From an optimization exercise on the open Yosys and OpenROAD flow, aimed at small area, a short achievable clock period and few clock cycles; shortcuts taken in it are not production practice. At most, simulation tests tie the RTL to the original design; equivalence was not proved.

Setup of job 101:
Design MatrixMultUnit, start of the top module:
module MatrixMultUnit(
  input  wire reset_n,
  input  wire clk,
  input  wire dut_valid,
  output wire dut_ready,
  output wire        dut__tb__sram_input_write_enable,
  output wire [15:0] dut__tb__sram_input_write_address,
  output wire [31:0] dut__tb__sram_input_write_data,
  output wire [15:0] dut__tb__sram_input_read_address,
  input  wire [31:0] tb__dut__sram_input_read_data,
  output wire        dut__tb__sram_weight_write_enable,
  output wire [15:0] dut__tb__sram_weight_write_address,
  output wire [31:0] dut__tb__sram_weight_write_data,
  output wire [15:0] dut__tb__sram_weight_read_address,
  input  wire [31:0] tb__dut__sram_weight_read_data,
  output wire        dut__tb__sram_result_write_enable,
  output wire [15:0] dut__tb__sram_result_write_address,
  output wire [31:0] dut__tb__sram_result_write_data,
  output wire [15:0] dut__tb__sram_result_read_address,
  input  wire [31:0] tb__dut__sram_result_read_data,
  output wire        dut__tb__sram_scratchpad_write_enable,
  output wire [15:0] dut__tb__sram_scratchpad_write_address,
  output wire [31:0] dut__tb__sram_scratchpad_write_data,
  output wire [15:0] dut__tb__sram_scratchpad_read_address,
  input  wire [31:0] tb__dut__sram_scratchpad_read_data
);
Settings: LEC_CHECK=0, ABC_CLOCK_PERIOD_IN_PS=3000, CAP_MARGIN=20, CORE_MARGIN=2, CORE_UTILIZATION=40, CTS_CLUSTER_DIAMETER=60, CTS_CLUSTER_SIZE=25, SLEW_MARGIN=20, SYNTH_HIERARCHICAL=1; clock period 10.0 ns.
standard.sh (not shown) runs the stock make flow with config.mk's settings and CLKGATE_MAP_FILE= SYNTH_SCRIPT=/design/flow/synth_recipe.tcl, a recipe that flattens the netlist after the stock synthesis.
==> flow/flow/run.sh <==
#!/bin/bash
# The standard layout (standard synthesis included), with timing repair
# aiming at 7.0 ns of setup slack instead of 0, and buf_2 as the port buffer.
set -euo pipefail
bash standard.sh SETUP_SLACK_MARGIN=7.0 "BUFFER_PORTS_ARGS=-buffer_cell sky130_fd_sc_hd__buf_2" finish > standard_flow.log 2>&1
Job 101: full flow OK, the timing, DRC and antenna checks passed
For job 102, these inputs were changed with respect to job 101:
- CORE_UTILIZATION now 55, was 40
- CTS_CLUSTER_DIAMETER no longer set, was 60
- CTS_CLUSTER_SIZE no longer set, was 25
==> flow/flow/run.sh <==
#!/bin/bash
# The standard layout (standard synthesis included), with timing repair
# aiming at 6.85 ns of setup slack instead of 0.
set -euo pipefail
bash standard.sh SETUP_SLACK_MARGIN=6.85 finish > standard_flow.log 2>&1
[summary]
- Diff job 102..job 101 | mean instance size in the synthesized netlist | negligible
- Compared with job 101, job 102 shows a higher cell count along the critical path.
- Wire length, job 102 vs job 101: up by a few percent
- Job 101 reports its worst setup path endpoint as dut__tb__sram_scratchpad_write_enable while job 102 reports dut__tb__sram_result_write_enable.
Here is what was changed in the inputs of job 103 compared with job 102.
- CORE_UTILIZATION changed from 55 to 65
Results
- Job 102 and job 103 ended up with roughly the same worst hold margin.
- Re number of buffers inserted by hold repair at cts: no difference whatsoever between job 103 and job 102.
The following lists how job 104 was set up differently from job 103:
- swapping 65 for 40 in CORE_UTILIZATION
- putting CTS_CLUSTER_DIAMETER at 60 where nothing was set
- putting CTS_CLUSTER_SIZE at 25 where nothing was set
==> flow/flow/run.sh <==
#!/bin/bash
# The standard layout (standard synthesis included), with timing repair
# aiming at 7.0 ns of setup slack instead of 0.
set -euo pipefail
bash standard.sh SETUP_SLACK_MARGIN=7.0 finish > standard_flow.log 2>&1
Notes after the runs:
Die area went up by more than half going from job 103 to job 104.
Setup slack in job 104 is smaller than in job 103.
Changes observed in job 104 relative to job 103: sequential share of layout area has decreased, first-pass iteration count of the detailed router lost 3, maximum frequency now sits lower.
Compared with job 103, job 104 shows routed wire length lower by 6100 um.
Inputs modified between job 104 and job 105:
- removing CTS_CLUSTER_SIZE (formerly 25)
- removing CTS_CLUSTER_DIAMETER (formerly 60)
- changing ABC_CLOCK_PERIOD_IN_PS from 3000 to 4000
==> flow/flow/run.sh <==
#!/bin/bash
# The standard layout (standard synthesis included), with timing repair
# aiming at 6.85 ns of setup slack instead of 0.
set -euo pipefail
bash standard.sh SETUP_SLACK_MARGIN=6.85 finish > standard_flow.log 2>&1
Results
Total placed instance area across job 104 and job 105: no real change.
Delta (job 105 minus job 104): buffer count excluding the clock tree in the final layout went down by 1.3%; wire length after detailed routing was more or less identical.
Delta(final area, job 105 - job 104) < 0
No run of this note included a check of the RTL's function; only the layout flow was run.

---

MatrixMultUnit, a different RTL version from the one above (not shown whole).
Size: ~390 I/O pins, roughly 0.034 mm2 of cells after synthesis.
==> flow/config.mk <==
export PLATFORM = sky130hd
export DESIGN_NAME = MatrixMultUnit
export DESIGN_NICKNAME = MatrixMultUnit
export VERILOG_FILES = /design/flow/design.v
export SDC_FILE = /design/flow/constraint.sdc
export NUM_CORES = 4
export LEC_CHECK = 0
export ABC_AREA = 1
export CAP_MARGIN = 20
export CORE_MARGIN = 2
export CORE_UTILIZATION = 65
export SLEW_MARGIN = 20
export SYNTH_HIERARCHICAL = 1
==> flow/constraint.sdc <==
create_clock -name core_clock -period 10.0 [get_ports {clk}]
set_input_delay 2.0000 -clock core_clock [delete_from_list [all_inputs] [get_ports {clk}]]
set_output_delay 2.0000 -clock core_clock [all_outputs]
set_load 0.01 [all_outputs]
==> flow/flow/run.sh <==
#!/bin/bash
# The standard layout (standard synthesis included), with timing repair
# aiming at 6.85 ns of setup slack instead of 0.
set -euo pipefail
bash standard.sh SETUP_SLACK_MARGIN=6.85 finish > standard_flow.log 2>&1
Testbench counts at the start, summed over its fixed seeds: cycles 565,141.
Edit:
- ABC_AREA: 1 -> not set
- CTS_CLUSTER_DIAMETER: not set -> 60
- CTS_CLUSTER_SIZE: not set -> 25
Result:
- routed wire length falls by 14%
- clock skew rises by 0.020 ns
- global-route usage falls by 1.6 points
- final cell count falls by 35%
Edit:
- ABC_CLOCK_PERIOD_IN_PS: not set -> 3000
- CTS_CLUSTER_DIAMETER: 60 -> not set
- CTS_CLUSTER_SIZE: 25 -> not set
Effect:
- The new run finished clean
- clock-buffer cell count goes up by 23
- die area does not change
- design area is about the same
- register-to-register slack stays flat
- via count goes down by 0.36%
- first-iteration DRC count goes down by 8.6%
- global-route usage hardly moves
Edit:
- ABC_CLOCK_PERIOD_IN_PS: 3000 -> not set
Effect: The new run completed without violations; setup slack does not change; fmax does not change; design area stays the same; final cell count stays the same; synthesized cell count is unchanged; count of clock-buffer cells in the layout does not change; register-to-register slack stays flat.
Edit:
==> flow/run.sh (new file) <==
#!/bin/bash
# synth_recipe.tcl (not shown) runs the flow's synth.tcl, then flattens the netlist and writes it again
# the make line also repeats each setting of config.mk as NAME=value (left out here)
make -C /OpenROAD-flow-scripts/flow DESIGN_CONFIG=/design/flow/config.mk WORK_HOME=/design/flow/orfs CLKGATE_MAP_FILE= SYNTH_SCRIPT=/design/flow/synth_recipe.tcl finish
- SETUP_SLACK_MARGIN: not set -> 5
removed: flow/flow/run.sh
removed: flow/standard.sh
Result:
- The new run finished with timing, DRC and antenna clean
- cell area is lower by 1.3%
- via count fell by 1.8%
- global-route usage goes down by 1.4 points
- critical path depth rises by 5
- synthesized cell count does not change
- hold slack degrades by 0.0037 ns

---

== job 8310 ==
MatrixMultUnit, a different RTL version from the one above (not shown whole).
For scale: ~390 I/O pins.
Settings: LEC_CHECK=0, ABC_CLOCK_PERIOD_IN_PS=3000, CAP_MARGIN=20, CORE_MARGIN=2, CORE_UTILIZATION=65, SLEW_MARGIN=20, SYNTH_HIERARCHICAL=1; clock period 10.0 ns.
==> flow/flow/run.sh <==
#!/bin/bash
# The standard layout (standard synthesis included), with timing repair
# aiming at 6.9 ns of setup slack instead of 0.
set -euo pipefail
bash standard.sh SETUP_SLACK_MARGIN=6.9 finish > standard_flow.log 2>&1
Job 8310: done, clean on timing, DRC and antenna
For job 8767, these inputs were changed with respect to job 8310:
==> flow/flow/run.sh <==
#!/bin/bash
# The standard layout (standard synthesis included), with timing repair
# aiming at 6.8 ns of setup slack instead of 0.
set -euo pipefail
bash standard.sh SETUP_SLACK_MARGIN=6.8 finish > standard_flow.log 2>&1
## What came out
Looking at fmax, job 8767 sits below job 8310.
Delta (job 8767 minus job 8310): simple-gate area share of the yosys netlist level.
Job 8767 reached the final stage; the timing, DRC and antenna checks on its layout passed.
Function was not checked in any run of this note: the RTL went through the layout flow alone.

---

== rev 12 ==
MatrixMultUnit, a different RTL version from the one above (not shown whole).
For scale: about 350 flip-flops, roughly 390 I/O pins, about 0.031 mm2 of cells after synthesis.
export LEC_CHECK = 0
export ABC_CLOCK_PERIOD_IN_PS = 3000
export CAP_MARGIN = 20
export CORE_MARGIN = 2
export CORE_UTILIZATION = 40
export SLEW_MARGIN = 20
create_clock -name core_clock -period 10.0 [get_ports {clk}]
==> flow/flow/run.sh <==
#!/bin/bash
# Standard layout, with timing repair aiming at 6 ns of setup slack.
set -euo pipefail
bash standard.sh SETUP_SLACK_MARGIN=6 finish > standard_flow.log 2>&1
Testbench counts of rev 12, summed over its fixed seeds: cycles 565,045.
Setup changes, rev 12 to rev 13
Settings: removing ABC_CLOCK_PERIOD_IN_PS (formerly 3000).
==> flow/run.sh (new file) <==
#!/bin/bash
# synth_recipe.tcl (not shown) runs the flow's synth.tcl, then flattens the netlist and writes it again
# the make line also repeats each setting of config.mk as NAME=value (left out here)
make -C /OpenROAD-flow-scripts/flow DESIGN_CONFIG=/design/flow/config.mk WORK_HOME=/design/flow/orfs CLKGATE_MAP_FILE= SYNTH_SCRIPT=/design/flow/synth_recipe.tcl finish
removed: flow/flow/run.sh
removed: flow/standard.sh
Findings:
Rev 13 did not stop at any stage, and its layout met the timing, DRC and antenna checks.
Relative to rev 12, rev 13 degrades final critical delay including setup and external delays.
Rev 12 leaves more setup margin than rev 13.
Row quantity of gates resized following cts: rev 13 lower / rev 12 higher
On via count: between rev 13 and rev 12, it ends up lower for rev 13.
Total wirelength of the detailed-routed design in rev 13 vs rev 12: down 330 um
Compared with rev 12, in rev 13 cell count barely changed, maximum number of pins on one net before global-route repair shows a reduction of 6.

[separate check: timing with driven ports]
No port has a modelled driver above. Below, the same layouts with a new extraction and two added sets of constraints.
Step 1 assumes that a clkbuf_16 drives the clock port and a buf_2 every other input.
Step 2 also shifts input and output timing later by t, the mid clock arrival at the registers, as if the neighbouring blocks saw the same clock.
Three values: no drivers, after step 1, after step 2; two values: the first two.
run	t, ns	slack for setup (ns)	latest minus earliest clock arrival (ns)
job 101	0.683	6.791 / 6.721 / 6.940	0.039 / 0.039
job 102	0.676	6.732 / 6.673 / 6.602	0.018 / 0.018
job 103	0.659	6.837 / 6.777 / 6.726	0.021 / 0.020
job 104	0.672	6.812 / 6.751 / 6.604	0.031 / 0.031
job 105	0.697	6.789 / 6.724 / 6.593	0.039 / 0.039
the first run of note 2	0.651	6.834 / 6.774 / 6.815	0.029 / 0.029
the second run of note 2	0.639	6.832 / 6.770 / 6.816	0.046 / 0.046
the third run of note 2	0.651	6.850 / 6.789 / 6.771	0.025 / 0.024
the fourth run of note 2	0.651	6.850 / 6.789 / 6.771	0.025 / 0.024
the fifth run of note 2	0.637	5.913 / 5.913 / 5.913	0.029 / 0.028
job 8310	0.647	6.789 / 6.730 / 6.839	0.021 / 0.021
job 8767	0.649	6.717 / 6.653 / 6.837	0.020 / 0.020
rev 12	0.647	6.088 / 6.088 / 6.088	0.029 / 0.030
rev 13	0.635	5.454 / 5.454 / 5.454	0.024 / 0.023
After both steps setup and hold are still met in every run listed. For job 104, which loses most, drivers alone change the setup slack by -0.061 ns; drivers and shift together by -0.208 ns.
